Source: an optimization exercise on an open RTL-to-GDS flow (aim: small area and a short achievable clock period). Production flows keep margins and buffers that such runs may drop. At most, simulation tests tie the RTL to the original design; equivalence was not proved. Power and IR drop assume default switching activity.

Design CORE, start of the top module:
module CORE #(
    parameter DATA_WIDTH = 8
)
(
    input wire i_CLK,
    input wire i_RSTn,
    input wire [31:0] i_instr,
    input wire i_valid,
    input wire i_ready1,
    output reg o_ready,
    output wire [DATA_WIDTH-1:0] o_data1,
    output wire o_valid1
);
==> module ALU_POST, before the edit <==
module ALU_POST (
    input  wire       i_cnt,
    input  wire [7:0] i_x,
    input  wire [7:0] i_y,
    output wire [7:0] o_r
);
    wire [7:0] pp;
    genvar i;
    generate
        for (i = 0; i < 8; i = i + 1) begin : g_pp
            XOR2 u_pp (.a(i_x[i]), .b(i_y[i]), .y(pp[i]));
        end
    endgenerate
    wire [3:0] l, h;
    wire gl0 = i_x[0] & i_y[0];
    wire gh0 = i_x[4] & i_y[4];
    assign l[0] = pp[0];
    assign h[0] = pp[4];
    XOR2 u_l1 (.a(pp[1]), .b(gl0), .y(l[1]));
    XOR2 u_h1 (.a(pp[5]), .b(gh0), .y(h[1]));
    assign l[2] = pp[2] | (i_x[1] & i_y[1]) | ((i_x[1] | i_y[1]) & gl0);
    assign h[2] = pp[6] | (i_x[5] & i_y[5]) | ((i_x[5] | i_y[5]) & gh0);
    assign l[3] = i_x[2] & i_y[2];
    assign h[3] = i_x[6] & i_y[6];
    wire [4:0] s;
    wire k0 = l[0] & h[0];
    wire k1 = (l[1] & h[1]) | ((l[1] | h[1]) & k0);
    wire k2 = (l[2] & h[2]) | ((l[2] | h[2]) & k1);
    wire lh1, lh2, lh3;
    XOR2 u_s0  (.a(l[0]), .b(h[0]), .y(s[0]));
    XOR2 u_lh1 (.a(l[1]), .b(h[1]), .y(lh1));
    XOR2 u_s1  (.a(lh1),  .b(k0),   .y(s[1]));
    XOR2 u_lh2 (.a(l[2]), .b(h[2]), .y(lh2));
    XOR2 u_s2  (.a(lh2),  .b(k1),   .y(s[2]));
    XOR2 u_lh3 (.a(l[3]), .b(h[3]), .y(lh3));
    XOR2 u_s3  (.a(lh3),  .b(k2),   .y(s[3]));
    assign s[4] = l[3] & h[3];
    assign o_r = i_cnt ? {3'd0, s} : pp;
endmodule
==> flow/config.mk <==
export PLATFORM = sky130hd
export DESIGN_NAME = CORE
export DESIGN_NICKNAME = CORE
export VERILOG_FILES = /design/flow/design.v
export SDC_FILE = /design/flow/constraint.sdc
export NUM_CORES = 4
export LEC_CHECK = 0
export CAP_MARGIN = 20
export CORE_MARGIN = 2
export CORE_UTILIZATION = 40
export CTS_BUF_LIST = sky130_fd_sc_hd__clkbuf_16
export CTS_CLUSTER_DIAMETER = 100
export CTS_CLUSTER_SIZE = 24
export SETUP_SLACK_MARGIN = 3.8
export SLEW_MARGIN = 20
export SYNTH_HIERARCHICAL = 1
export TNS_END_PERCENT = 5
==> flow/constraint.sdc <==
create_clock -name core_clock -period 7.5 [get_ports {i_CLK}]
set_input_delay 1.5000 -clock core_clock [delete_from_list [all_inputs] [get_ports {i_CLK}]]
set_output_delay 1.5000 -clock core_clock [all_outputs]
set_load 0.01 [all_outputs]
standard.sh (not shown) runs the stock make flow with config.mk's settings and CLKGATE_MAP_FILE= SYNTH_SCRIPT=/design/flow/synth_recipe.tcl, a recipe that flattens the netlist after the stock synthesis.
==> flow/flow/run.sh <==
#!/bin/bash
# The standard layout, except that the input and output port buffers are
# sky130_fd_sc_hd__buf_2 cells (buffer_ports otherwise picks a slow delay cell);
# timing repair resizes them like any other cell.
set -euo pipefail
export BUFFER_PORTS_ARGS="-buffer_cell sky130_fd_sc_hd__buf_2"
bash standard.sh > standard.log 2>&1
Rerun with:
--- a/flow/design.v
+++ b/flow/design.v
@@ -47,10 +47,46 @@
     input  wire a, b,
     output wire y
 );
     assign y = a ^ b;
 endmodule
+module XNOR2 (
+    input  wire a, b,
+    output wire y
+);
+    assign y = ~(a ^ b);
+endmodule
+module NAND2 (
+    input  wire a, b,
+    output wire y
+);
+    assign y = ~(a & b);
+endmodule
+module OAI21 (
+    input  wire a1, a2, b,
+    output wire y
+);
+    assign y = ~((a1 | a2) & b);
+endmodule
+module MUXN (
+    input  wire a, b, s, sn,
+    output wire y
+);
+    wire ta, tb;
+    NAND2 u_a (.a(a), .b(sn), .y(ta));
+    NAND2 u_b (.a(b), .b(s),  .y(tb));
+    NAND2 u_y (.a(ta), .b(tb), .y(y));
+endmodule
+module MAJN (
+    input  wire a, b, c,
+    output wire y
+);
+    wire t, u;
+    NAND2 u_t (.a(a), .b(b), .y(t));
+    OAI21 u_u (.a1(a), .a2(b), .b(c), .y(u));
+    NAND2 u_y (.a(t), .b(u), .y(y));
+endmodule
 module PC4X (
     input  wire [3:0] x,
     output wire       c0
 );
     wire h0, k0;
@@ -146,22 +182,30 @@
     assign h[2] = pp[6] | (i_x[5] & i_y[5]) | ((i_x[5] | i_y[5]) & gh0);
     assign l[3] = i_x[2] & i_y[2];
     assign h[3] = i_x[6] & i_y[6];
     wire [4:0] s;
     wire k0 = l[0] & h[0];
-    wire k1 = (l[1] & h[1]) | ((l[1] | h[1]) & k0);
-    wire k2 = (l[2] & h[2]) | ((l[2] | h[2]) & k1);
+    wire k1, k2;
+    MAJN u_k1 (.a(l[1]), .b(h[1]), .c(k0), .y(k1));
+    MAJN u_k2 (.a(l[2]), .b(h[2]), .c(k1), .y(k2));
     wire lh1, lh2, lh3;
     XOR2 u_s0  (.a(l[0]), .b(h[0]), .y(s[0]));
     XOR2 u_lh1 (.a(l[1]), .b(h[1]), .y(lh1));
     XOR2 u_s1  (.a(lh1),  .b(k0),   .y(s[1]));
     XOR2 u_lh2 (.a(l[2]), .b(h[2]), .y(lh2));
     XOR2 u_s2  (.a(lh2),  .b(k1),   .y(s[2]));
     XOR2 u_lh3 (.a(l[3]), .b(h[3]), .y(lh3));
     XOR2 u_s3  (.a(lh3),  .b(k2),   .y(s[3]));
     assign s[4] = l[3] & h[3];
-    assign o_r = i_cnt ? {3'd0, s} : pp;
+    wire cntn = !i_cnt;
+    genvar j;
+    generate
+        for (j = 0; j < 5; j = j + 1) begin : g_mux
+            MUXN u_m (.a(pp[j]), .b(s[j]), .s(i_cnt), .sn(cntn), .y(o_r[j]));
+        end
+    endgenerate
+    assign o_r[7:5] = pp[7:5] & {3{cntn}};
 endmodule
 module RDBIT (
     input  wire [31:1] nsel,
     input  wire [31:1] nd,
     output wire        y
=> The changed run went through all stages and came out clean. Core utilization increases by 1.4 points. Register-to-register slack got worse by 0.02 ns. Area after synthesis hardly moves. Wire length climbs slightly. Setup slack is better by 0.29 ns. Total power shrinks by a few percent. Die area barely changes. Cell area grows by a few percent. Non-clock buffer count grows by 17. Via count rose slightly. Count of clock-buffer cells in the layout goes down by 2. Sequential share of layout area went down by 1.7 points. Maximum frequency is higher by a little under a tenth. Clock skew hardly moves.
The RTL of the first run of this note was laid out without a check of its function.

## what the ideal ports hide
The results above use ideal ports. As a check the final layouts listed here were re-extracted and re-timed, cells and wires unchanged. Step 1 assumes that a clkbuf_16 drives the clock port and a buf_2 every other input. Step 2 adds t to the input delays and takes it off the output delays; t is the mean of the earliest and latest rising clock arrival at the registers after step 1. Input paths then give back, and output paths get back, about the clock's delay inside the block. a / b / c = ideal / step 1 / step 2; a / b = the first two.
| run | shift t [ns] | setup WS [ns] | clock arrival spread, ns | slew at the worst register clock pin (ns) | cell pins on the clock port's net |
|---|---|---|---|---|---|
| the first run | 0.554 | 3.491 / 3.448 / 2.968 | 0.040 / 0.039 | 0.11 / 0.11 | 1 |
| the second run | 0.561 | 3.780 / 3.782 / 3.221 | 0.038 / 0.038 | 0.11 / 0.11 | 1 |
After both steps setup and hold are still met in every run listed. The setup slack of the second run, which loses most, moves by +0.002 ns with the drivers and by -0.559 ns with both steps.
